Background: an optimization exercise with open tools, aiming at small area. Do not read the settings as production practice.
At most, simulation tests tie the RTL to the original design; equivalence was not proved.
No functional check of the RTL was part of runs 4 and 5.
The clock cells of runs 4 and 5 come from the design's own scripts or RTL, not from TritonCTS.
No driver is modelled on the clock port, so clock power and skew are understated where the tree is cut down; a real chip needs a root buffer or a tree.
Power figures rest on the tool's default switching activity, not on a simulated workload.

[flow/resyn.tcl]
# Re-map the combinational logic of the standard synthesis netlist for area.
# The flip-flops stay as they are (same instances, names and cell types).
set lib $::env(RS_LIB)
yosys read_liberty -ignore_miss_func $lib
yosys read_verilog $::env(RS_IN)
yosys hierarchy -top $::env(RS_TOP)
yosys blackbox sky130_fd_sc_hd__df*
yosys flatten
yosys delete t:\$scopeinfo
yosys opt -purge
set du {}
foreach c $::env(RS_DONT_USE) { lappend du -dont_use $c }
yosys abc -script $::env(RS_ABC) -liberty $lib {*}$du -constr $::env(RS_CONSTR) -D $::env(RS_PERIOD_PS)
yosys opt_clean -purge
yosys hilomap -singleton -hicell sky130_fd_sc_hd__conb_1 HI -locell sky130_fd_sc_hd__conb_1 LO
yosys splitnets
yosys opt_clean -purge
yosys stat -liberty $lib
yosys write_verilog -noattr -noexpr -nohex -nodec $::env(RS_OUT)
[standard.sh]
#!/bin/bash
# synth_recipe.tcl (not shown) runs the flow's synth.tcl, then flattens the netlist and writes it again
# the make line also repeats each setting of config.mk as NAME=value (left out here)
make -C /OpenROAD-flow-scripts/flow DESIGN_CONFIG=/design/flow/config.mk WORK_HOME=/design/flow/orfs CLKGATE_MAP_FILE= SYNTH_SCRIPT=/design/flow/synth_recipe.tcl "${@:-finish}"
[flow/area.abc]
strash
&get -n
&deepsyn -T 60
&put
dch -f
amap
topo
[constraint.sdc]
create_clock -name core_clock -period 20.0 [get_ports {clk}]
set_input_delay 4.0000 -clock core_clock [delete_from_list [all_inputs] [get_ports {clk}]]
set_output_delay 4.0000 -clock core_clock [all_outputs]
set_load 0.01 [all_outputs]
[flow/run.sh]
#!/bin/bash
# Own layout flow: the standard synthesis, then its combinational logic re-mapped
# for area (registers untouched), then the standard layout steps from floorplan on.
set -euo pipefail
W=$PWD
F=$W/flow
R=$W/orfs/results/$FLOW_PLATFORM/top/base
PLAT=$FLOW_HOME/platforms/$FLOW_PLATFORM

bash standard.sh synth > $W/log_1_standard_synth.log 2>&1
cp $R/1_2_yosys.v $W/1_2_yosys.standard.v

printf 'set_driving_cell sky130_fd_sc_hd__buf_1\nset_load 5\n' > $W/abc.constr
export RS_LIB=$PLAT/lib/sky130_fd_sc_hd__tt_025C_1v80.lib
export RS_IN=$W/1_2_yosys.standard.v
export RS_OUT=$W/1_2_yosys.resyn.v
export RS_TOP=$FLOW_TOP
export RS_ABC=$F/area.abc
export RS_CONSTR=$W/abc.constr
export RS_PERIOD_PS=$(python3 -c "print(int(round($FLOW_PERIOD_NS*1000)))")
export RS_DONT_USE="$(sed -n '/DONT_USE_CELLS/,/^$/p' $PLAT/config.mk | grep -o 'sky130_fd_sc_hd__[a-z0-9_]*' | tr '\n' ' ')"
yosys -c $F/resyn.tcl > $W/log_2_resyn.log 2>&1
cp $RS_OUT $R/1_2_yosys.v

bash standard.sh do-1_synth > $W/log_3_synth_odb.log 2>&1
bash standard.sh \
  "BUFFER_PORTS_ARGS=-buffer_cell sky130_fd_sc_hd__buf_1" \
  "CTS_ARGS=-sink_clustering_enable -repair_clock_nets -dont_use_dummy_load -buf_list sky130_fd_sc_hd__clkbuf_8 -root_buf sky130_fd_sc_hd__clkbuf_8 -sink_clustering_size 40 -sink_clustering_max_diameter 150" \
  finish > $W/log_4_standard_finish.log 2>&1
[design.v]
module top(
		o_seg_enb,
		o_seg_dp,
		o_seg,
		o_alarm,
		i_sw0,
		i_sw1,
		i_sw2,
		i_sw3,
		clk,
		rst_n);
output	[5:0]	o_seg_enb	;
output		o_seg_dp	;
output	[6:0]	o_seg		;
output		o_alarm		;
input		i_sw0		;
input		i_sw1		;
input		i_sw2		;
input		i_sw3		;
input		clk		;
input		rst_n		;
reg	[4:0]	c0;	 
reg	[2:0]	b0;	 
reg	[4:0]	b1;	 
reg	[1:0]	b2;	 
wire	c0_w = (c0 == 5'd24);
wire	b0_w = (b0 == 3'd7);
wire	b1_w = (b1 == 5'd24);
always @(posedge clk or negedge rst_n) begin
	if (!rst_n) begin
		c0 <= 5'd0; b0 <= 3'd0; b1 <= 5'd0; b2 <= 2'd0;
	end else begin
		c0 <= c0_w ? 5'd0 : c0 + 5'd1;
		if (c0_w) begin
			b0 <= b0 + 3'd1;
			if (b0_w) begin
				b1 <= b1_w ? 5'd0 : b1 + 5'd1;
				if (b1_w) b2 <= b2 + 2'd1;
			end
		end
	end
end
wire	c0_0	= (c0 == 5'd0);
wire	clk_bit	= b2[0];	 
wire	clk_1hz	= b2[1];	 
wire	disp_p	= c0_0 & b0[0];			 
wire	sw_p	= c0_0 & (b0 == 3'd4);		 
wire	b_4	= (b0 == 3'd4);
wire	p101	= (c0 == 5'd1) & b_4;
wire	p102	= (c0 == 5'd2) & b_4;
wire	p103	= (c0 == 5'd3) & b_4;
wire	bz	= (b0 == 3'd0) & (b1 == 5'd0);
wire	mel_p	= c0_0 & bz & b2[0];		 
wire	t10000	= c0_0 & bz & (b2 == 2'd2);
wire	t10001	= (c0 == 5'd1) & bz & (b2 == 2'd2);
reg	[3:0]	d1, d2;
reg	[2:0]	d3;	 
always @(posedge clk or negedge rst_n) begin
	if (!rst_n) begin
		d1 <= 4'h0; d2 <= 4'h0; d3 <= 3'h0;
	end else if (sw_p) begin
		d1 <= ~{i_sw3, i_sw2, i_sw1, i_sw0};
		d2 <= d1;
		d3 <= {d2[3], d2[1:0]};
	end
end
wire	n2 = d1[2] & ~d2[2];		 
wire	e0 = d2[0] & ~d3[0];		 
wire	e1 = d2[1] & ~d3[1];
wire	e3 = d2[3] & ~d3[2];
reg	[1:0]	mode;
reg		pos;
reg		alarm_en;
always @(posedge clk or negedge rst_n) begin
	if (!rst_n) begin
		mode <= 2'd0; pos <= 1'b0; alarm_en <= 1'b0;
	end else if (p101) begin
		if (e0) mode <= mode[1] ? 2'd0 : mode + 2'd1;
		if (e1) pos <= ~pos;
		if (e3) alarm_en <= ~alarm_en;
	end
end
wire	[1:0]	mode_o = e0 ? (mode == 2'd0 ? 2'd2 : mode - 2'd1) : mode;
wire		pos_o  = pos ^ e1;
reg	[3:0]	so, mo, aso, amo;
reg	[2:0]	st, mt, ast, amt;
reg		maxhit;
wire	mca   = ~mode[0];		 
wire	mca_o = ~mode_o[0];
wire	ms    = (mode == 2'd1);
wire	ms_o  = (mode_o == 2'd1);
wire	ma    = (mode == 2'd2);
wire	ma_o  = (mode_o == 2'd2);
wire	tk_s   = mca   ? clk_1hz : (ms   & ~pos   & n2);
wire	tk_s_o = mca_o ? clk_1hz : (ms_o & ~pos_o & n2);
wire	tk_m   = mca   ? maxhit  : (ms   &  pos   & n2);
wire	tk_m_o = mca_o ? maxhit  : (ms_o &  pos_o & n2);
wire	tk_as   = ma   & ~pos   & n2;
wire	tk_as_o = ma_o & ~pos_o & n2;
wire	tk_am   = ma   &  pos   & n2;
wire	tk_am_o = ma_o &  pos_o & n2;
wire	ed_s102 = tk_s & ~tk_s_o;
wire	ed_s  = (t10000 & mca) | (p101 & ms & ~pos & n2) | (p102 & ed_s102);
wire	ed_m  = (t10001 & mca & maxhit) | (p101 & ms & pos & n2) |
		(p102 & tk_m & ~tk_m_o) | (p103 & mca & maxhit & ed_s102);
wire	ed_as = (p101 & tk_as) | (p102 & tk_as & ~tk_as_o);
wire	ed_am = (p101 & tk_am) | (p102 & tk_am & ~tk_am_o);
wire	so_w = (so == 4'd9);
wire	s_w  = so_w & (st == 3'd5);
always @(posedge clk or negedge rst_n) begin
	if (!rst_n) begin
		so <= 4'd0; st <= 3'd0; maxhit <= 1'b0;
	end else if (ed_s) begin
		so <= so_w ? 4'd0 : so + 4'd1;
		if (so_w) st <= (st == 3'd5) ? 3'd0 : st + 3'd1;
		maxhit <= s_w;
	end
end
always @(posedge clk or negedge rst_n) begin
	if (!rst_n) begin
		mo <= 4'd0; mt <= 3'd0;
	end else if (ed_m) begin
		mo <= (mo == 4'd9) ? 4'd0 : mo + 4'd1;
		if (mo == 4'd9) mt <= (mt == 3'd5) ? 3'd0 : mt + 3'd1;
	end
end
always @(posedge clk or negedge rst_n) begin
	if (!rst_n) begin
		aso <= 4'd0; ast <= 3'd0;
	end else if (ed_as) begin
		aso <= (aso == 4'd9) ? 4'd0 : aso + 4'd1;
		if (aso == 4'd9) ast <= (ast == 3'd5) ? 3'd0 : ast + 3'd1;
	end
end
always @(posedge clk or negedge rst_n) begin
	if (!rst_n) begin
		amo <= 4'd0; amt <= 3'd0;
	end else if (ed_am) begin
		amo <= (amo == 4'd9) ? 4'd0 : amo + 4'd1;
		if (amo == 4'd9) amt <= (amt == 3'd5) ? 3'd0 : amt + 3'd1;
	end
end
reg		al;
always @(posedge clk or negedge rst_n) begin
	if (!rst_n) al <= 1'b0;
	else al <= ({st, so, mt, mo} == {ast, aso, amt, amo}) ? alarm_en : (al & alarm_en);
end
reg	[2:0]	dg;
always @(posedge clk or negedge rst_n) begin
	if (!rst_n) dg <= 3'd0;
	else if (disp_p) dg <= {~dg[0], dg[2:1]};
end
wire	g0 = ~dg[2] & ~dg[0];
wire	g1 =  dg[2] & ~dg[1];
wire	g2 =  dg[1] & ~dg[0];
wire	g3 =  dg[2] &  dg[0];
wire	g4 = ~dg[2] &  dg[1];
wire	g5 = ~dg[1] &  dg[0];
wire	[3:0]	num = ({4{g0}} & (ma ? aso : so)) |
		      ({4{g1}} & {1'b0, ma ? ast : st}) |
		      ({4{g2}} & (ma ? amo : mo)) |
		      ({4{g3}} & {1'b0, ma ? amt : mt});
reg	[6:0]	seg7;
always @(*) begin
	case (num)
		4'd0:	seg7 = 7'b111_1110;
		4'd1:	seg7 = 7'b011_0000;
		4'd2:	seg7 = 7'b110_1101;
		4'd3:	seg7 = 7'b111_1001;
		4'd4:	seg7 = 7'b011_0011;
		4'd5:	seg7 = 7'b101_1011;
		4'd6:	seg7 = 7'b101_1111;
		4'd7:	seg7 = 7'b111_0000;
		4'd8:	seg7 = 7'b111_1111;
		4'd9:	seg7 = 7'b111_0011;
		default:seg7 = 7'b000_0000;
	endcase
end
assign	o_seg = (g4 | g5) ? 7'd0 : seg7;
assign	o_seg_enb = ~{g5, g4, g3, g2, g1, g0};
assign	o_seg_dp = (g0 & mode[0]) | (g1 & mode[1]);
reg	[4:0]	note;
always @(posedge clk or negedge rst_n) begin
	if (!rst_n) note <= 5'd0;
	else if (mel_p) note <= (note >= 5'd24) ? 5'd0 : note + 5'd1;
end
reg	[3:0]	th;
always @(*) begin
	case (note)
		5'd00: th = 4'd14;	 
		5'd01: th = 4'd12;	 
		5'd02: th = 4'd7;	 
		5'd03: th = 4'd8;	 
		5'd04: th = 4'd12;
		5'd05: th = 4'd13;	 
		5'd06: th = 4'd14;
		5'd07: th = 4'd14;
		5'd08: th = 4'd14;
		5'd09: th = 4'd13;
		5'd10: th = 4'd12;
		5'd11: th = 4'd10;	 
		5'd12: th = 4'd12;
		5'd13: th = 4'd14;
		5'd14: th = 4'd12;
		5'd15: th = 4'd7;
		5'd16: th = 4'd8;
		5'd17: th = 4'd12;
		5'd18: th = 4'd13;
		5'd19: th = 4'd14;
		5'd20: th = 4'd12;
		5'd21: th = 4'd12;
		5'd22: th = 4'd10;
		5'd23: th = 4'd9;	 
		default: th = 4'd8;
	endcase
end
reg	[3:0]	tc;
reg		tone;
wire	tc_hit = al & (tc >= th);
always @(posedge clk or negedge rst_n) begin
	if (!rst_n) begin
		tc <= 4'd0; tone <= 1'b0;
	end else if (tc_hit) begin
		tc <= 4'd0; tone <= ~tone;
	end else if (tc != 4'd15) begin
		tc <= tc + 4'd1;
	end
end
assign	o_alarm = tone & al & clk_bit;
endmodule
[config.mk]
export PLATFORM = sky130hd
export DESIGN_NAME = top
export DESIGN_NICKNAME = top
export VERILOG_FILES = /design/flow/design.v
export SDC_FILE = /design/flow/constraint.sdc
export NUM_CORES = 4
export LEC_CHECK = 0
export CAP_MARGIN = 20
export CORE_MARGIN = 2
export CORE_UTILIZATION = 60
export SLEW_MARGIN = 20
==> results of run 1 <==
where the power goes:
| group | total (mW) | switching, mW | internal [mW] |
|---|---|---|---|
| Sequential | 0.148 | 0 | 0.148 |
| Clock | 0.0862 | 0.0460 | 0.0401 |
| Combinational | 0.00308 | 0.00278 | 0.000299 |
| Total | 0.237 | 0.0488 | 0.188 |
registers in the layout (all words and copies together) (netlist names), 4 cells and up:
name and count:
mo 4, c0 5, d2 4, tc 4, amo 4, note 5
d1 4, aso 4, so 4, b1 5
final cells by class:
| class | count | area, µm² | area share (%) |
|---|---|---|---|
| clock buffer | 9 | 124 | 3.15 |
| inverter | 70 | 263 | 6.69 |
| multi-input combinational | 291 | 1540 | 39.3 |
| sequential | 73 | 1830 | 46.5 |
| tap | 75 | 93.8 | 2.39 |
| timing repair buffer | 20 | 78.8 | 2.01 |
how the worst min path moves through the flow:
stage	start	end	slack, ns	cells after the start
3_5_place_dp	tone	tone	0.45	1
2_1_floorplan	tone	tone	0.43	1
6_report	tone	tone	0.47	1
5_1_grt	tone	tone	0.49	1
3_3_place_gp	tone	tone	0.45	1
4_1_cts	tone	tone	0.46	1
worst reg2reg max path: stages, from the launching register on:
cell	delay, ns
dfrtp_1	0.40
or3_1	0.39
or3_1	0.36
or2_0	0.29
or2_0	0.25
o22a_1	0.24
o22ai_1	0.23
nand2_1	0.15
o21ai_0	0.25
nor2_1	0.10
nand2_1	0.11
clkinv_1	0.10
a221oi_1	0.29
stage by stage:
stage | utilization (%) | hold WS (ns) | cells | total power, mW
after detailed placement | 64.7 | 0.451 | 529 | 0.154
after floorplan | - | 0.431 | 434 | 0.150
after CTS | 66.8 | 0.462 | 538 | 0.239
after global placement | 64.7 | 0.446 | 529 | 0.154
final | 66.8 | 0.466 | 538 | 0.237
after global routing | 66.8 | 0.491 | 538 | 0.246
metal layers:
| metal | global-route usage [%] | part of all wire [%] | wire, µm |
|---|---|---|---|
| met5 | 0 | 0 | 0 |
| met4 | 12.2 | 3.5 | 270 |
| met3 | 5.60 | 4.9 | 379 |
| met2 | 39.9 | 45 | 3470 |
| met1 | 33.8 | 46 | 3540 |
cells in the final DEF (no fill, tap or decap), types with 2 or more instances in the layout:
cell type,instances
a31oi_1,3
clkbuf_8,9
nor2b_1,8
a22oi_1,2
o22ai_1,20
a221oi_1,7
buf_1,19
a21oi_1,24
o21a_1,16
clkinv_1,70
nor3_1,13
a32oi_1,2
or2_0,2
dfrtp_1,73
a21boi_0,2
or3_1,4
o21ai_0,18
nor4_1,5
nand2_1,40
a211oi_1,7
and3_1,3
o22a_1,9
nand3_1,8
nor2_1,84
o221ai_1,6
==> impl_metrics.env, run 1 <==
export IMPL_outcome="no timing/DRC/antenna violations"
export IMPL_power_leakage_nw=1.64
export IMPL_drc=0
export IMPL_cp_depth=13
export IMPL_die_width_um=81.8
export IMPL_path_clk_slew_ns=0.07
export IMPL_die_area_um2=6690
export IMPL_rr_worst_depth=12
export IMPL_r2r_start="c0[4]"
export IMPL_drt_initial_drc_count=236
export IMPL_slew_violations=0
export IMPL_vias=3181
export IMPL_fill_cells=500
export IMPL_hpwl_um=5670
export IMPL_clk_path_buf_depth=2
export IMPL_reg2reg_slack_ns=16.73
export IMPL_fmax_ghz=0.140
export IMPL_finalWeightedCongestion=1.01
export IMPL_nNetsFinal=471
export IMPL_holdCritPathClass="reg2reg"
export IMPL_fin_crit_ns=7.13
export IMPL_r2r_end="st[1]"
export IMPL_cts_tree="done"
export IMPL_rsz0062_at_grt="no"
export IMPL_post_cts_buffers=0
export IMPL_drive_gt1_share_pct=2.16
export IMPL_startpoint="mode[1]"
export IMPL_cp_start_kind="register"
export IMPL_fin_ws_ns=12.87
export IMPL_grt_first_pass_wirelength_um=13000
export IMPL_crit_end="o_seg[1]"
export IMPL_antennaDiodeCount=0
export IMPL_antenna_found_initial=0
export IMPL_ctsResizeCount=0
export IMPL_dp_slack_ns=13.39
export IMPL_setup_violations_final=0
export IMPL_grt_total_usage_pct=25.5
export IMPL_clock_sinks=73
export IMPL_wl_per_cell_um=14.2
export IMPL_wirelength_um=7660
export IMPL_period_share_pct=35.7
export IMPL_drv_cap=0
export IMPL_grt_max_degree=74
export IMPL_worst_ep_required_time_ns=16.00
export IMPL_yosys_warnings=1
export IMPL_max_slew_margin_rel_pct=37.5
export IMPL_io_buffers=20
export IMPL_final_setup_skew_ns=0.0157
export IMPL_crit_arrival_ns=3.13
export IMPL_cts_hold_buf=0
export IMPL_cts_buffers=9
export IMPL_grt_ovfl_total=0
export IMPL_synth_nets=440
export IMPL_netlist_area_um2=3630
export IMPL_syn2layout_area_growth_pct=8.16
export IMPL_clk_root_buffer_cell="clkbuf_8"
export IMPL_coreArea_um2=5890
export IMPL_powerDensity_nw_per_um2=60.3
export IMPL_crit_family="simple AND/OR/NAND/NOR gates"
export IMPL_start_util_pct=61.7
export IMPL_first_global_vias=2960
export IMPL_slowest_stage="nor2_1"
export IMPL_worst_setup_path_type="reg2out"
export IMPL_tns_ns=0
export IMPL_finish_instance_area_um2=3930
export IMPL_placedInstanceArea_um2=3810
export IMPL_critPathMaxStageDelay_ns=0.44
export IMPL_num_rows=28
export IMPL_worstPathCellList="clkinv_1 > nor2_1 > clkinv_1 > nor3_1 > o21ai_0 > o41ai_1 > clkinv_1 > o21ai_0 > nor2_1 > nor3_1 > nor2_1 > nor2_1 > buf_1"
export IMPL_cpMostUsedCell="nor2_1"
export IMPL_worstSkewPairLatency_ns=0.34
export IMPL_vdd_ir_drop_max_v=0.0000473
export IMPL_netlist_instances=434
export IMPL_detail_route_antenna_nets=0
export IMPL_crit_fanout=7
export IMPL_max_slew_worst_pin_slew_ns=0.933
export IMPL_end_kind="output port"
export IMPL_viasPerCell=5.91
export IMPL_io_pins=21
export IMPL_cts_htree_levels=3
export IMPL_die_height_um=81.8
export IMPL_crit_buf_inv=4
export IMPL_syn_area_per_cell_um2=8.37
export IMPL_drtPass1Iterations=6
export IMPL_hold_viol_final=0
==> run 2, diff against run 1 <==
==> run.sh (new file) <==
#!/bin/bash
# synth_recipe.tcl (not shown) runs the flow's synth.tcl, then flattens the netlist and writes it again
# the make line also repeats each setting of config.mk as NAME=value (left out here)
make -C /OpenROAD-flow-scripts/flow DESIGN_CONFIG=/design/flow/config.mk WORK_HOME=/design/flow/orfs CLKGATE_MAP_FILE= SYNTH_SCRIPT=/design/flow/synth_recipe.tcl finish
--- a/config.mk
+++ b/config.mk
@@ -9,3 +9,3 @@
 export CORE_MARGIN = 2
-export CORE_UTILIZATION = 60
+export CORE_UTILIZATION = 40
 export SLEW_MARGIN = 20
removed: flow/run.sh
removed: flow/area.abc
removed: flow/resyn.tcl
removed: standard.sh
==> run 2 against run 1 <==
Cell count increased by 19%. Largest cell class is now multi-input gates. Core utilization decreased by 21 points. Still clean. Critical endpoint is now o_seg[3]. Setup slack got worse by 0.70 ns. Synthesized area increased by 26%. Sequential share of layout area decreased by 11 points. Synthesized cell count increased by 10%. Fmax decreased by 9.0%. Clock-buffer cell count increased by 1.
==> impl_metrics.env, run 2 <==
export IMPL_grt_first_pass_wirelength_um=15800
export IMPL_powerDensity_nw_per_um2=60.0
export IMPL_start_util_pct=40.5
export IMPL_outcome="no timing/DRC/antenna violations"
export IMPL_synth_top_area_share_pct=39.9
export IMPL_power_switching_mw=0.0654
export IMPL_final_cell_mix="73 x dfrtp_1, 50 x nand2_1, 41 x nor2_1"
export IMPL_antennaDiodeCount=0
export IMPL_coreArea_um2=11300
export IMPL_setup_violations_final=0
export IMPL_worst_ep_required_time_ns=16.00
export IMPL_power_leakage_nw=2.37
export IMPL_ys_flop_type="dfrtp_1"
export IMPL_drtPass1Iterations=4
export IMPL_worst_setup_path_type="reg2out"
export IMPL_die_width_um=111
export IMPL_grt_max_degree=74
export IMPL_die_height_um=111
export IMPL_swShare_pct=21.0
export IMPL_io_pins=21
export IMPL_io_buffers=20
export IMPL_synth_common_cells="73 x dfrtp_1, 50 x nand2_1, 41 x nor2_1"
export IMPL_ff_latch_area_um2=1830
export IMPL_drv_cap=0
export IMPL_final_util_pct=45.8
export IMPL_cts_hold_buf=0
export IMPL_netlist_area_um2=4580
export IMPL_crit_arrival_ns=3.83
export IMPL_ys_top_cells_by_area="dfrtp_1 40%, ha_1 9.0%, mux2_2 5.4%"
export IMPL_ctsResizeCount=0
export IMPL_rsz0062_at_grt="no"
export IMPL_worstSkewPairLatency_ns=0.33
export IMPL_clock_sinks=73
export IMPL_holdCritPathClass="reg2reg"
export IMPL_cts_buffers=9
export IMPL_drive_gt1_share_pct=9.62
export IMPL_yosysSeqAreaShare_pct=39.9
export IMPL_hold_viol_final=0
export IMPL_detail_route_antenna_nets=0
export IMPL_drc=0
export IMPL_drt_initial_drc_count=161
export IMPL_synth_edf_count=0
export IMPL_clk_root_buffer_cell="clkbuf_16"
export IMPL_fill_cells=1078
export IMPL_yosys_area_top_type="dfrtp_1"
export IMPL_use_met2_pct=24.5
export IMPL_nNetsFinal=533
export IMPL_synth_cell_types=55
export IMPL_ys_ff_latch=73
export IMPL_max_slew_worst_pin_slew_ns=0.914
export IMPL_viasPerCell=5.21
export IMPL_final_common_cell="dfrtp_1"
export IMPL_cts_tree="done"
export IMPL_multi_input_area_um2=2580
export IMPL_slew_violations=0
export IMPL_path_clk_slew_ns=0.06
export IMPL_antenna_found_initial=0
export IMPL_netlist_instances=478
export IMPL_crit_fanout=16
export IMPL_wl_per_cell_um=14.0
export IMPL_vdd_ir_drop_max_v=0.0000438
export IMPL_fmax_ghz=0.128
export IMPL_cts_htree_levels=3
export IMPL_met3_usage_pct=2.52
export IMPL_reg_largest_list="b1 (5), c0 (5), note (5)"
export IMPL_grt_busiest_layer="met2"
export IMPL_reg2reg_slack_ns=17.05
export IMPL_wirelength_um=8960
export IMPL_synth_most_common_cell="dfrtp_1"
export IMPL_p_int_mw=0.245
export IMPL_grt_total_usage_pct=15.5
export IMPL_yosys_warnings=1
export IMPL_finalWeightedCongestion=0.812
export IMPL_tns_ns=0
export IMPL_grt_ovfl_total=0
export IMPL_clk_path_buf_depth=2
export IMPL_fin_crit_ns=7.83
export IMPL_syn2layout_area_growth_pct=13.1
export IMPL_num_rows=39
export IMPL_max_slew_margin_rel_pct=39.1
export IMPL_final_setup_skew_ns=0.00846
export IMPL_period_share_pct=39.2
export IMPL_pwr_share_seq_pct=47.5
export IMPL_grt_use_met1_pct=21.8
export IMPL_first_global_vias=3250
export IMPL_end_kind="output port"
export IMPL_vias=3343
export IMPL_hpwl_um=6640
export IMPL_post_cts_buffers=0
export IMPL_synthArstFlopShare_pct=100
export IMPL_pwr_share_comb_pct=1.2
export IMPL_p_clk_share_pct=51.3
export IMPL_cp_start_kind="register"
export IMPL_syn_area_per_cell_um2=9.59
export IMPL_die_area_um2=12300
export IMPL_synth_nets=517
## run 2: worst max-delay path, cell delays in order, from the launching register on
cell             delay, ns
dfrtp_1               0.47
inv_1                 0.21
ha_1                  0.72
mux2i_1               0.31
o22ai_1               0.11
nor2_1                0.38
inv_1                 0.16
ha_1                  0.34
nor2_1                0.11
a21oi_1               0.05
nor2_1                0.10
clkdlybuf4s50_1       0.54
## run 2: final timing paths
check	depth (start not counted)	to	startpoint
max	11	o_seg[3]	mode[0]
min	1	tone	tone
max reg2reg	9	st[1]	mode[0]
min reg2reg	1	tone	tone
max in group asynchronous	1	mt[1]	rst_n
min in group asynchronous	1	d1[1]	rst_n
## run 2: area by class of cell
class	instances	share of cell area, %
Inverter	27	1.95
Multi-Input combinational cell	363	49.9
Clock buffer	10	4.42
Sequential cell	73	35.2
Tap cell	143	3.45
Timing Repair Buffer	20	3.81
Clock inverter	6	1.28
## run 2: power by group through the flow
stage	clock network (mW)	registers [mW]	logic (mW)
2_1_floorplan	0	0.150	0.00000107
3_3_place_gp	0	0.150	0.00387
3_5_place_dp	0	0.150	0.00393
4_1_cts	0.163	0.148	0.00392
5_1_grt	0.170	0.148	0.00432
6_report	0.160	0.148	0.00359
## run 2: per-stage QoR
step           hold slack [ns]  area [µm²]  total power, mW  setup WS, ns  std cells
3_3_place_gp             0.452        4890            0.154         12.75        626
4_1_cts                  0.468        5180            0.314         12.17        642
5_1_grt                  0.479        5180            0.322         11.87        642
6_report                 0.466        5180            0.311         12.17        642
2_1_floorplan            0.435        4580            0.150         13.49        478
3_5_place_dp             0.459        4890            0.154         12.55        626
## run 2: cell families (layout without fill, tap and decap cells)
logic type               count (synthesis)  count (layout)  synth area share, %
AO/OA/AOI/OAI                           83              83                 11.6
multiplexers                            38              38                 8.90
buffers and inverters                   42              63                 3.74
AND/OR/NAND/NOR                        169             169                 19.2
XOR/XNOR                                40              40                 7.64
adder cells (fa/ha/maj)                 33              33                 9.01
flip-flops                              73              73                 39.9
## run 2: layer usage
metal / share of wire, % / vias up
met2: 46 / 21
met3: 1.5 / 9
met5: 0 / -
met4: 1.3 / 0
met1: 51 / 1621
li1: - / 1692
==> run 3, diff against run 2 <==
--- a/config.mk
+++ b/config.mk
@@ -9,3 +9,6 @@
 export CORE_MARGIN = 2
-export CORE_UTILIZATION = 40
+export CORE_UTILIZATION = 60
+export CTS_BUF_LIST = sky130_fd_sc_hd__clkbuf_8
+export CTS_CLUSTER_DIAMETER = 200
+export CTS_CLUSTER_SIZE = 80
 export SLEW_MARGIN = 20
==> run 3 against run 2 <==
Largest power group is now sequential cells. Clock skew increased by 0.0017 ns. First-iteration DRC count shrank 20%. Critical path depth did not move. Setup slack better by 0.081 ns. Power is 13% lower. Largest cell class unchanged. Clock power shrank 26%.
==> impl_metrics.env, run 3 <==
export IMPL_fin_ws_ns=12.25
export IMPL_cp_start_kind="register"
export IMPL_cpMostUsedCell="nor2_1"
export IMPL_wl_per_cell_um=14.6
export IMPL_crit_fanout=16
export IMPL_synthArstFlopShare_pct=100
export IMPL_final_common_cell="dfrtp_1"
export IMPL_netlist_area_um2=4580
export IMPL_grt_busiest_layer="met2"
export IMPL_r2r_start="mode[0]"
export IMPL_cts_buffers=9
export IMPL_synth_common_cells="73 x dfrtp_1, 50 x nand2_1, 41 x nor2_1"
export IMPL_finalWeightedCongestion=0.815
export IMPL_power_leakage_nw=2.33
export IMPL_rr_worst_depth=9
export IMPL_startpoint="mode[0]"
export IMPL_first_global_vias=3273
export IMPL_syn2layout_area_growth_pct=9.91
export IMPL_die_width_um=91.4
export IMPL_antenna_found_initial=0
export IMPL_swShare_pct=22.2
export IMPL_worstSkewPairLatency_ns=0.35
export IMPL_fill_cells=591
export IMPL_yosys_area_top_type="dfrtp_1"
export IMPL_p_clk_share_pct=43.9
export IMPL_drv_cap=0
export IMPL_synth_most_common_cell="dfrtp_1"
export IMPL_rsz0062_at_grt="no"
export IMPL_crit_arrival_ns=3.75
export IMPL_drt_initial_drc_count=129
export IMPL_cts_hold_buf=0
export IMPL_pwr_share_seq_pct=54.8
export IMPL_clk_root_buffer_cell="clkbuf_8"
export IMPL_max_slew_worst_pin_slew_ns=0.906
export IMPL_wirelength_um=8710
export IMPL_drive_gt1_share_pct=9.82
export IMPL_crit_end="o_seg[3]"
export IMPL_powerDensity_nw_per_um2=53.4
export IMPL_clk_path_buf_depth=2
export IMPL_yosys_warnings=1
export IMPL_placedCellCount=582
export IMPL_drc=0
export IMPL_tns_ns=0
export IMPL_grt_ovfl_total=0
export IMPL_period_share_pct=38.8
export IMPL_final_util_pct=68.7
export IMPL_ctsResizeCount=0
export IMPL_drtPass1Iterations=4
export IMPL_start_util_pct=62.5
export IMPL_syn_area_per_cell_um2=9.59
export IMPL_max_slew_margin_rel_pct=39.6
export IMPL_end_kind="output port"
export IMPL_fin_cells=598
export IMPL_clock_sinks=73
export IMPL_worst_ep_required_time_ns=16.00
export IMPL_reg2reg_slack_ns=17.08
export IMPL_hpwl_um=6430
export IMPL_fmax_ghz=0.129
export IMPL_netlist_instances=478
export IMPL_cts_htree_levels=3
export IMPL_slew_violations=0
export IMPL_pwr_share_comb_pct=1.3
export IMPL_dp_slack_ns=12.64
export IMPL_design_power_total_mw=0.269
export IMPL_die_area_um2=8350
export IMPL_final_cell_mix="73 x dfrtp_1, 50 x nand2_1, 41 x nor2_1"
export IMPL_vdd_ir_drop_max_v=0.0000427
export IMPL_grt_total_usage_pct=22.5
export IMPL_fin_crit_ns=7.75
export IMPL_grt_max_degree=74
export IMPL_setup_violations_final=0
export IMPL_io_buffers=20
export IMPL_reg_largest_list="b1 (5), c0 (5), note (5)"
export IMPL_final_setup_skew_ns=0.0102
export IMPL_worst_setup_path_type="reg2out"
export IMPL_critPathMaxStageDelay_ns=0.69
export IMPL_path_clk_slew_ns=0.08
export IMPL_worstPathCellList="inv_1 > ha_1 > mux2i_1 > o22ai_1 > nor2_1 > inv_1 > ha_1 > nor2_1 > a21oi_1 > nor2_1 > clkdlybuf4s50_1"
export IMPL_slowest_stage="ha_1"
export IMPL_yosysSeqAreaShare_pct=39.9
export IMPL_outcome="no timing/DRC/antenna violations"
export IMPL_use_met2_pct=37.2
export IMPL_io_pins=21
export IMPL_antennaDiodeCount=0
export IMPL_cts_tree="done"
export IMPL_synth_cell_types=55
export IMPL_power_switching_mw=0.0596
export IMPL_post_cts_buffers=0
export IMPL_detail_route_antenna_nets=0
export IMPL_p_int_mw=0.209
export IMPL_holdCritPathClass="reg2reg"
export IMPL_ys_flop_type="dfrtp_1"
export IMPL_nNetsFinal=533
export IMPL_viasPerCell=5.58
export IMPL_met3_usage_pct=5.81
export IMPL_grt_first_pass_wirelength_um=15200
export IMPL_num_rows=31
export IMPL_synth_edf_count=0
export IMPL_synth_top_area_share_pct=39.9
export IMPL_synth_nets=517
export IMPL_vias=3334
export IMPL_die_height_um=91.4
export IMPL_coreArea_um2=7330
export IMPL_r2r_end="st[1]"
export IMPL_ys_top_cells_by_area="dfrtp_1 40%, ha_1 9.0%, mux2_2 5.4%"
export IMPL_hold_viol_final=0
export IMPL_grt_use_met1_pct=28.7
export IMPL_ys_ff_latch=73
[run 3: logic make-up after synthesis]
logic type,count (synthesis),synth area share (%)
compound gates,83,11.6
xor+xnor,40,7.64
fa+ha+maj,33,9.01
buf+inv,42,3.74
flops,73,39.9
mux,38,8.90
simple gates,169,19.2
[run 3: how the worst min path moves through the flow]
stage,cells past startpoint,slack (ns),startpoint,to
finish,1,0.47,tone,tone
global route,1,0.51,tone,tone
CTS,1,0.47,tone,tone
detailed placement,1,0.46,tone,tone
global placement,1,0.46,tone,tone
floorplan,1,0.43,tone,tone
[run 3: power by group through the flow]
stage / combinational, mW / clock, mW / sequential (mW)
6_report: 0.00355 / 0.118 / 0.147
5_1_grt: 0.00427 / 0.129 / 0.147
4_1_cts: 0.00380 / 0.121 / 0.147
3_5_place_dp: 0.00383 / 0 / 0.150
3_3_place_gp: 0.00379 / 0 / 0.150
2_1_floorplan: 0.00000107 / 0 / 0.150
[run 3: through the flow]
stage	instance area, µm²	hold WS (ns)
6_report	5040	0.469
5_1_grt	5040	0.507
4_1_cts	5040	0.473
3_5_place_dp	4830	0.463
3_3_place_gp	4830	0.456
2_1_floorplan	4580	0.435
[run 3: final cells by class]
class / instances / area (µm²) / share of cell area [%]
Inverter: 27 / 101 / 2.01
Sequential cell: 73 / 1830 / 36.3
Clock buffer: 10 / 138 / 2.73
Tap cell: 99 / 124 / 2.46
Clock inverter: 6 / 65.1 / 1.29
Timing Repair Buffer: 20 / 198 / 3.92
Multi-Input combinational cell: 363 / 2580 / 51.3
[run 3: worst max-delay path: cells and delay by family, from the launching register on]
| family | cells | cell delay (ns) |
|---|---|---|
| compound gates | 2 | 0.15 |
| fa+ha+maj | 2 | 1.03 |
| buf+inv | 3 | 0.89 |
| flops | 1 | 0.48 |
| mux | 1 | 0.27 |
| simple gates | 3 | 0.58 |
[run 3: metal layers]
layer,wire [µm],vias to the layer above
li1,-,1691
met1,4070,1596
met2,4300,35
met3,218,12
met4,115,0
met5,0,-
==> run 4, diff against run 3 <==
--- a/design.v
+++ b/design.v
@@ -217,12 +217,11 @@
 reg	[3:0]	tc;
+always @(posedge clk) begin
+	if (!al) tc <= 4'd15;
+	else if (tc >= th) tc <= 4'd0;
+	else tc <= tc + 4'd1;
+end
 reg		tone;
-wire	tc_hit = al & (tc >= th);
-always @(posedge clk or negedge rst_n) begin
-	if (!rst_n) begin
-		tc <= 4'd0; tone <= 1'b0;
-	end else if (tc_hit) begin
-		tc <= 4'd0; tone <= ~tone;
-	end else if (tc != 4'd15) begin
-		tc <= tc + 4'd1;
-	end
+always @(posedge clk or negedge rst_n) begin
+	if (!rst_n) tone <= 1'b0;
+	else if (al && tc >= th) tone <= ~tone;
 end
==> flow/run.sh (new file) <==
#!/bin/bash
# Own layout flow: the standard synthesis, then its combinational logic re-mapped
# for area (registers untouched), then the standard layout steps from floorplan on.
set -euo pipefail
W=$PWD
F=$W/flow
R=$W/orfs/results/$FLOW_PLATFORM/top/base
PLAT=$FLOW_HOME/platforms/$FLOW_PLATFORM

bash standard.sh synth > $W/log_1_standard_synth.log 2>&1
cp $R/1_2_yosys.v $W/1_2_yosys.standard.v

printf 'set_driving_cell sky130_fd_sc_hd__buf_1\nset_load 5\n' > $W/abc.constr
export RS_LIB=$PLAT/lib/sky130_fd_sc_hd__tt_025C_1v80.lib
export RS_IN=$W/1_2_yosys.standard.v
export RS_OUT=$W/1_2_yosys.resyn.v
export RS_TOP=$FLOW_TOP
export RS_ABC=$F/area.abc
export RS_CONSTR=$W/abc.constr
export RS_PERIOD_PS=$(python3 -c "print(int(round($FLOW_PERIOD_NS*1000)))")
export RS_DONT_USE="$(sed -n '/DONT_USE_CELLS/,/^$/p' $PLAT/config.mk | grep -o 'sky130_fd_sc_hd__[a-z0-9_]*' | tr '\n' ' ')"
yosys -c $F/resyn.tcl > $W/log_2_resyn.log 2>&1
cp $RS_OUT $R/1_2_yosys.v

bash standard.sh do-1_synth > $W/log_3_synth_odb.log 2>&1
export OWN_FLOW_DIR=$F
export OWN_CLK_LEAVES=5
bash standard.sh \
  "POST_CTS_TCL=$F/post_cts.tcl" \
  "BUFFER_PORTS_ARGS=-buffer_cell sky130_fd_sc_hd__buf_1" \
  "CTS_ARGS=-sink_clustering_enable -repair_clock_nets -dont_use_dummy_load -buf_list sky130_fd_sc_hd__clkbuf_8 -root_buf sky130_fd_sc_hd__clkbuf_8 -sink_clustering_size 40 -sink_clustering_max_diameter 150" \
  finish > $W/log_4_standard_finish.log 2>&1
==> flow/area.abc (new file) <==
strash
&get -n
&deepsyn -T 60
&put
dch -f
amap
topo
==> flow/clk_tree.tcl (new file) <==
# Replace the clock tree that CTS built with a two-level tree: one root buffer
# on the clock port driving a few leaf buffers, each placed at the centre of a
# group of nearby registers (k-means on register positions).
proc rebuild_clock_tree { nleaf root_master leaf_master } {
  set db [ord::get_db]
  set block [ord::get_db_block]
  set clk [$block findNet clk]
  # find the root buffer (the clock buffer on the port net)
  set root ""
  foreach it [$clk getITerms] {
    set inst [$it getInst]
    if { [string match "*clkbuf*" [[$inst getMaster] getName]] } { set root $inst }
  }
  if { $root eq "" } { error "no root clock buffer" }
  set rootnet [[$root findITerm X] getNet]
  # walk the tree below the root: buffers and sinks
  set todo [list $rootnet]
  set bufs {}
  set sinks {}
  while { [llength $todo] } {
    set n [lindex $todo 0]; set todo [lrange $todo 1 end]
    foreach it [$n getITerms] {
      if { [$it isOutputSignal] } { continue }
      set inst [$it getInst]
      if { $inst eq $root } { continue }
      set m [[$inst getMaster] getName]
      if { [string match "*clkbuf*" $m] && [[$inst findITerm A] getNet] eq $n } {
        lappend bufs $inst
        lappend todo [[$inst findITerm X] getNet]
      } else {
        lappend sinks $it
      }
    }
  }
  # sink positions
  set pts {}
  foreach it $sinks {
    set b [[$it getInst] getBBox]
    lappend pts [list [expr {([$b xMin] + [$b xMax]) / 2}] [expr {([$b yMin] + [$b yMax]) / 2}]]
  }
  set n [llength $pts]
  # k-means, seeded with points spread along x
  set sorted [lsort -integer -index 0 [lmap p $pts {set p}]]
  set cent {}
  for {set k 0} {$k < $nleaf} {incr k} {
    lappend cent [lindex $sorted [expr {int(($k + 0.5) * $n / $nleaf)}]]
  }
  for {set iter 0} {$iter < 50} {incr iter} {
    set asg {}
    foreach p $pts {
      set best 0; set bd 1e30
      for {set k 0} {$k < $nleaf} {incr k} {
        set c [lindex $cent $k]
        set d [expr {abs([lindex $p 0] - [lindex $c 0]) + abs([lindex $p 1] - [lindex $c 1])}]
        if { $d < $bd } { set bd $d; set best $k }
      }
      lappend asg $best
    }
    set new {}
    for {set k 0} {$k < $nleaf} {incr k} {
      set sx 0; set sy 0; set c 0
      foreach p $pts a $asg { if { $a == $k } { incr sx [lindex $p 0]; incr sy [lindex $p 1]; incr c } }
      if { $c } { lappend new [list [expr {$sx / $c}] [expr {$sy / $c}]] } else { lappend new [lindex $cent $k] }
    }
    if { $new eq $cent } { break }
    set cent $new
  }
  # remove the old buffers below the root
  foreach b $bufs {
    set o [[$b findITerm X] getNet]
    foreach it [$o getITerms] { if { ![$it isOutputSignal] } { $it disconnect } }
    odb::dbInst_destroy $b
    odb::dbNet_destroy $o
  }
  foreach it $sinks { $it disconnect }
  $root swapMaster [$db findMaster $root_master]
  set lm [$db findMaster $leaf_master]
  for {set k 0} {$k < $nleaf} {incr k} {
    set inst [odb::dbInst_create $block $lm "clkbuf_leaf_${k}_clk"]
    set net [odb::dbNet_create $block "clknet_leaf_${k}_clk"]
    $net setSigType CLOCK
    [$inst findITerm A] connect $rootnet
    [$inst findITerm X] connect $net
    set c [lindex $cent $k]
    $inst setLocation [lindex $c 0] [lindex $c 1]
    $inst setPlacementStatus PLACED
    foreach it $sinks a $asg { if { $a == $k } { $it connect $net } }
  }
  # root buffer at the centre of the leaves
  set sx 0; set sy 0
  foreach c $cent { incr sx [lindex $c 0]; incr sy [lindex $c 1] }
  $root setLocation [expr {$sx / $nleaf}] [expr {$sy / $nleaf}]
  puts "rebuild_clock_tree: $n sinks, removed [llength $bufs] buffers, $nleaf leaves of $leaf_master, root $root_master"
}
==> flow/post_cts.tcl (new file) <==
# ORFS POST_CTS hook: swap the H-tree for a two-level tree, then legalize.
source $::env(OWN_FLOW_DIR)/clk_tree.tcl
rebuild_clock_tree $::env(OWN_CLK_LEAVES) sky130_fd_sc_hd__clkbuf_4 sky130_fd_sc_hd__clkbuf_8
detailed_placement
check_placement -verbose
==> flow/resyn.tcl (new file) <==
# Re-map the combinational logic of the standard synthesis netlist for area.
# The flip-flops stay as they are (same instances, names and cell types).
set lib $::env(RS_LIB)
yosys read_liberty -ignore_miss_func $lib
yosys read_verilog $::env(RS_IN)
yosys hierarchy -top $::env(RS_TOP)
yosys blackbox sky130_fd_sc_hd__df*
yosys flatten
yosys delete t:\$scopeinfo
yosys opt -purge
set du {}
foreach c $::env(RS_DONT_USE) { lappend du -dont_use $c }
yosys abc -script $::env(RS_ABC) -liberty $lib {*}$du -constr $::env(RS_CONSTR) -D $::env(RS_PERIOD_PS)
yosys opt_clean -purge
yosys hilomap -singleton -hicell sky130_fd_sc_hd__conb_1 HI -locell sky130_fd_sc_hd__conb_1 LO
yosys splitnets
yosys opt_clean -purge
yosys stat -liberty $lib
yosys write_verilog -noattr -noexpr -nohex -nodec $::env(RS_OUT)
==> standard.sh (new file) <==
#!/bin/bash
# synth_recipe.tcl (not shown) runs the flow's synth.tcl, then flattens the netlist and writes it again
# the make line also repeats each setting of config.mk as NAME=value (left out here)
make -C /OpenROAD-flow-scripts/flow DESIGN_CONFIG=/design/flow/config.mk WORK_HOME=/design/flow/orfs CLKGATE_MAP_FILE= SYNTH_SCRIPT=/design/flow/synth_recipe.tcl "${@:-finish}"
--- a/config.mk
+++ b/config.mk
@@ -9,6 +9,3 @@
 export CORE_MARGIN = 2
-export CORE_UTILIZATION = 60
-export CTS_BUF_LIST = sky130_fd_sc_hd__clkbuf_8
-export CTS_CLUSTER_DIAMETER = 200
-export CTS_CLUSTER_SIZE = 80
+export CORE_UTILIZATION = 70
 export SLEW_MARGIN = 20
removed: run.sh
==> run 4 against run 3 <==
Still clean on timing, DRC and antenna. Die area shrank 31%. Critical path depth grew 1. Via count shrank 4.1%. Core utilization grew 8.4 points. Worst hold slack gained 0.017 ns. First-iteration DRC count grew 84%. Critical endpoint unchanged.
==> impl_metrics.env, run 4 <==
export IMPL_outcome="no timing/DRC/antenna violations"
export IMPL_grt_total_usage_pct=30.4
export IMPL_wirelength_um=8000
export IMPL_antennaDiodeCount=0
export IMPL_worstSkewPairLatency_ns=0.43
export IMPL_syn_area_per_cell_um2=8.24
export IMPL_hpwl_um=6140
export IMPL_slew_violations=0
export IMPL_viasPerCell=5.93
export IMPL_path_clk_slew_ns=0.10
export IMPL_die_height_um=76.0
export IMPL_setup_violations_final=0
export IMPL_fin_crit_ns=7.22
export IMPL_end_kind="output port"
export IMPL_nNetsFinal=477
export IMPL_crit_fanout=8
export IMPL_worst_setup_path_type="reg2out"
export IMPL_final_setup_skew_ns=0.0441
export IMPL_holdCritPathClass="reg2reg"
export IMPL_hold_viol_final=0
export IMPL_first_global_vias=3073
export IMPL_cp_start_kind="register"
export IMPL_die_area_um2=5780
export IMPL_drtPass1Iterations=5
export IMPL_wl_per_cell_um=14.8
export IMPL_grt_max_degree=70
export IMPL_fin_cells=539
export IMPL_grt_first_pass_wirelength_um=14000
export IMPL_design_power_total_mw=0.218
export IMPL_powerDensity_nw_per_um2=56.0
export IMPL_vias=3198
export IMPL_drc=0
export IMPL_num_rows=26
export IMPL_reg_largest_list="b1 (5), c0 (5), note (5)"
export IMPL_whs_ns=0.486
export IMPL_rsz0062_at_grt="no"
export IMPL_coreArea_um2=5040
export IMPL_crit_arrival_ns=3.22
export IMPL_start_util_pct=72.0
export IMPL_final_util_pct=77.1
export IMPL_final_cell_mix="87 x nor2_1, 81 x clkinv_1, 69 x dfrtp_1"
export IMPL_worst_ep_required_time_ns=16.00
export IMPL_placedCellCount=533
export IMPL_dp_slack_ns=13.30
export IMPL_die_width_um=76.0
export IMPL_io_pins=21
export IMPL_fmax_ghz=0.139
export IMPL_grt_ovfl_total=0
export IMPL_period_share_pct=36.1
export IMPL_detail_route_antenna_nets=0
export IMPL_max_slew_margin_rel_pct=43.9
export IMPL_clock_sinks=73
export IMPL_synth_nets=447
export IMPL_drt_initial_drc_count=237
export IMPL_finish_instance_area_um2=3890
export IMPL_drive_gt1_share_pct=1.92
export IMPL_final_common_cell="nor2_1"
export IMPL_netlist_area_um2=3630
export IMPL_placedInstanceArea_um2=3810
export IMPL_vdd_ir_drop_max_v=0.0000545
export IMPL_tns_ns=0
export IMPL_power_leakage_nw=1.58
export IMPL_yosys_warnings=1
export IMPL_fin_ws_ns=12.78
export IMPL_syn2layout_area_growth_pct=7.03
export IMPL_antenna_found_initial=0
export IMPL_max_slew_worst_pin_slew_ns=0.841
export IMPL_netlist_instances=441
export IMPL_drv_cap=0
export IMPL_finalWeightedCongestion=0.953
export IMPL_io_buffers=20
[run 4: layer usage]
layer / vias to the layer above / GRT usage (%) / share of wire, %
li1: 1604 / - / -
met1: 1470 / 42.7 / 46
met2: 102 / 47.5 / 46
met3: 22 / 7.23 / 6.0
met4: 0 / 9.82 / 2.3
met5: - / 0 / 0
[run 4: path summary, 6_finish.rpt]
check,from,to,slack [ns],cells after the start
hold reg to reg,c0[0],c0[0],0.49,1
setup reg to reg,mode[1],mt[2],16.65,13
setup / recovery,mode[1],o_seg[3],12.78,12
hold / removal,c0[0],c0[0],0.49,1
min in group asynchronous,rst_n,note[0],3.74,2
max in group asynchronous,rst_n,aso[1],15.66,2
[run 4: layout make-up, clock buffers not listed]
class	count	area, µm²
buffer	5	68.8
inverter	81	304
sequential	73	1810
timing repair buffer	22	91.3
multi-input combinational	287	1520
fill	371	1150
tap	70	87.6
[run 4: power by group]
| part | switching, mW | leakage [nW] | internal [mW] |
|---|---|---|---|
| logic | 0.00264 | 0.584 | 0.000381 |
| clock network | 0.0427 | 0.0406 | 0.0248 |
| registers | 0 | 0.957 | 0.147 |
[run 4: worst max-delay path: stages, from the launching register on]
cell and delay, ns:
dfrtp_1 0.34, clkinv_1 0.13, nor2_1 0.43, clkinv_1 0.32
a22oi_1 0.29, o22ai_1 0.12, nor2_1 0.15, clkinv_1 0.16
o21ai_0 0.25, o21ai_0 0.16, and2_0 0.20, a21o_1 0.15
buf_1 0.12
==> run 5, diff against run 4 <==
--- a/flow/run.sh
+++ b/flow/run.sh
@@ -26,3 +26,3 @@
 export OWN_FLOW_DIR=$F
-export OWN_CLK_LEAVES=5
+export OWN_CLK_SLEW_TARGET=0.105
 bash standard.sh \
--- a/flow/clk_tree.tcl
+++ b/flow/clk_tree.tcl
@@ -94 +94,23 @@
 }
+
+proc worst_clock_pin_slew { } {
+  set worst 0
+  foreach p [get_pins -hierarchical */CLK] {
+    set s [get_property $p slew_max]
+    if { $s > $worst } { set worst $s }
+  }
+  return $worst
+}
+
+# Fewest leaves whose estimated worst register clock-pin slew is below target (ns).
+proc build_small_clock_tree { target root_master leaf_master } {
+  for {set n 3} {$n <= 16} {incr n} {
+    rebuild_clock_tree $n $root_master $leaf_master
+    detailed_placement
+    estimate_parasitics -placement
+    set w [worst_clock_pin_slew]
+    puts "build_small_clock_tree: $n leaves, worst clock pin slew $w"
+    if { $w < $target } { return $n }
+  }
+  return $n
+}
==> flow/post_cts.tcl (replaced) <==
# ORFS POST_CTS hook: swap the H-tree for a two-level tree (root buffer on the
# clock port, a few leaf buffers near groups of registers), using the fewest
# leaves whose estimated register clock-pin slew stays well under the limit.
source $::env(OWN_FLOW_DIR)/clk_tree.tcl
build_small_clock_tree $::env(OWN_CLK_SLEW_TARGET) sky130_fd_sc_hd__clkbuf_4 sky130_fd_sc_hd__clkbuf_8
check_placement -verbose
==> run 5 against run 4 <==
Still clean. Synthesized area unchanged. Register-to-register slack got worse by 0.10 ns. Die area stayed put. Core utilization grew 0.55 points. Combinational power about the same. Via count rose by 0.41%. Synthesized cell count is the same. Critical path depth did not move. Power increased by 4.8%.
==> impl_metrics.env, run 5 <==
export IMPL_outcome="no timing/DRC/antenna violations"
export IMPL_syn_area_per_cell_um2=8.24
export IMPL_max_slew_margin_rel_pct=43.9
export IMPL_grt_max_degree=70
export IMPL_tns_ns=0
export IMPL_critPathMaxStageDelay_ns=0.45
export IMPL_final_cell_mix="87 x nor2_1, 81 x clkinv_1, 69 x dfrtp_1"
export IMPL_coreArea_um2=5040
export IMPL_drc=0
export IMPL_clock_sinks=73
export IMPL_io_pins=21
export IMPL_max_slew_worst_pin_slew_ns=0.842
export IMPL_netlist_area_um2=3630
export IMPL_path_clk_slew_ns=0.08
export IMPL_fmax_ghz=0.137
export IMPL_powerDensity_nw_per_um2=58.3
export IMPL_slew_violations=0
export IMPL_setup_violations_final=0
export IMPL_crit_buf_inv=4
export IMPL_grt_first_pass_wirelength_um=14000
export IMPL_num_rows=26
export IMPL_netlist_instances=441
export IMPL_viasPerCell=5.94
export IMPL_fill_cells=364
export IMPL_vias=3211
export IMPL_finish_instance_area_um2=3920
export IMPL_first_global_vias=3068
export IMPL_drt_initial_drc_count=268
export IMPL_whs_ns=0.484
export IMPL_fin_crit_ns=7.28
export IMPL_synth_nets=447
export IMPL_detail_route_antenna_nets=0
export IMPL_placedInstanceArea_um2=3810
export IMPL_holdCritPathClass="reg2reg"
export IMPL_antenna_found_initial=0
export IMPL_hold_viol_final=0
export IMPL_grt_ovfl_total=0
export IMPL_die_height_um=76.0
export IMPL_io_buffers=20
export IMPL_wl_per_cell_um=14.9
export IMPL_period_share_pct=36.4
export IMPL_die_area_um2=5780
export IMPL_hpwl_um=6140
export IMPL_finalWeightedCongestion=0.953
export IMPL_nNetsFinal=479
export IMPL_rsz0062_at_grt="no"
export IMPL_cpMostUsedCell="clkinv_1"
export IMPL_drive_gt1_share_pct=2.34
export IMPL_die_width_um=76.0
export IMPL_antennaDiodeCount=0
export IMPL_crit_fanout=8
export IMPL_slowest_stage="nor2_1"
export IMPL_crit_arrival_ns=3.28
export IMPL_placedCellCount=533
export IMPL_power_leakage_nw=1.60
export IMPL_drv_cap=0
export IMPL_reg_largest_list="b1 (5), c0 (5), note (5)"
export IMPL_worstSkewPairLatency_ns=0.44
export IMPL_final_common_cell="nor2_1"
export IMPL_wirelength_um=8070
export IMPL_start_util_pct=72.0
export IMPL_cp_start_kind="register"
export IMPL_yosys_warnings=1
export IMPL_crit_family="compound AO/OA/AOI/OAI gates"
export IMPL_worst_ep_required_time_ns=16.00
export IMPL_vdd_ir_drop_max_v=0.0000480
export IMPL_fin_cells=541
export IMPL_worst_setup_path_type="reg2out"
export IMPL_worstPathCellList="clkinv_1 > nor2_1 > clkinv_1 > a22oi_1 > o22ai_1 > nor2_1 > clkinv_1 > o21ai_0 > o21ai_0 > and2_0 > a21o_1 > buf_1"
export IMPL_drtPass1Iterations=8
export IMPL_final_setup_skew_ns=0.0256
export IMPL_end_kind="output port"
export IMPL_syn2layout_area_growth_pct=7.78
export IMPL_grt_total_usage_pct=30.6
run 5: final cells by class, clock buffers not listed:
class | instances | area [µm²] | share of cell area [%]
Timing Repair Buffer | 22 | 91.3 | 2.33
Buffer | 7 | 96.3 | 2.46
Tap cell | 70 | 87.6 | 2.24
Sequential cell | 73 | 1810 | 46.1
Inverter | 81 | 304 | 7.77
Multi-Input combinational cell | 287 | 1520 | 38.9
run 5: final timing paths:
check	from	to	slack (ns)	cells past startpoint
max in group asynchronous	rst_n	c0[3]	15.69	2
min in group asynchronous	rst_n	b1[0]	3.74	2
hold / removal	c0[0]	c0[0]	0.48	1
setup / recovery	mode[1]	o_seg[3]	12.72	12
setup reg to reg	mode[1]	mo[3]	16.55	13
hold reg to reg	c0[0]	c0[0]	0.48	1
run 5: metrics by stage:
stage	util, %	power [mW]	setup slack [ns]
3_5_place_dp	75.6	0.154	13.30
6_report	77.6	0.228	12.72
5_1_grt	77.6	0.235	12.49
2_1_floorplan	-	0.150	13.66
3_3_place_gp	75.6	0.153	13.53
run 5: layer usage:
| layer | global-route usage (%) | wire length [µm] |
|---|---|---|
| met4 | 12.7 | 213 |
| met5 | 0 | 0 |
| met1 | 42.5 | 3740 |
| met3 | 6.52 | 446 |
| met2 | 47.4 | 3670 |
run 5: power by group:
| group | leakage, nW | switching [mW] | internal (mW) |
|---|---|---|---|
| registers | 0.957 | 0 | 0.147 |
| logic | 0.584 | 0.00263 | 0.000381 |
| clock network | 0.0549 | 0.0448 | 0.0331 |

separate check: timing with driven ports:
The results above use ideal ports. As a check the final layouts listed here were re-extracted and re-timed, cells and wires unchanged.
Step 1: set_driving_cell puts a clkbuf_16 on clk and a buf_2 on each other input, an assumption about the parent block.
Step 2, shift: input delay + t, output delay - t, t = (earliest + latest rising clock arrival at the registers) / 2. This alone moves slack from input paths to output paths.
Three values: ideal ports, drivers, drivers and shift; two values: the first two.
| run | t (ns) | slack for setup (ns) | hold slack, ns | pins driven straight from the clock port |
|---|---|---|---|---|
| run 1 | 0.364 | 12.868 / 12.839 / 13.203 | 0.466 / 0.466 / 0.466 | 1 |
| run 2 | 0.366 | 12.167 / 12.130 / 12.497 | 0.466 / 0.466 / 0.466 | 1 |
| run 3 | 0.377 | 12.248 / 12.217 / 12.593 | 0.469 / 0.469 / 0.469 | 1 |
| run 4 | 0.434 | 12.784 / 12.754 / 13.189 | 0.486 / 0.486 / 0.486 | 1 |
| run 5 | 0.455 | 12.724 / 12.696 / 13.151 | 0.484 / 0.484 / 0.484 | 1 |
After both steps every run listed still meets setup and hold.
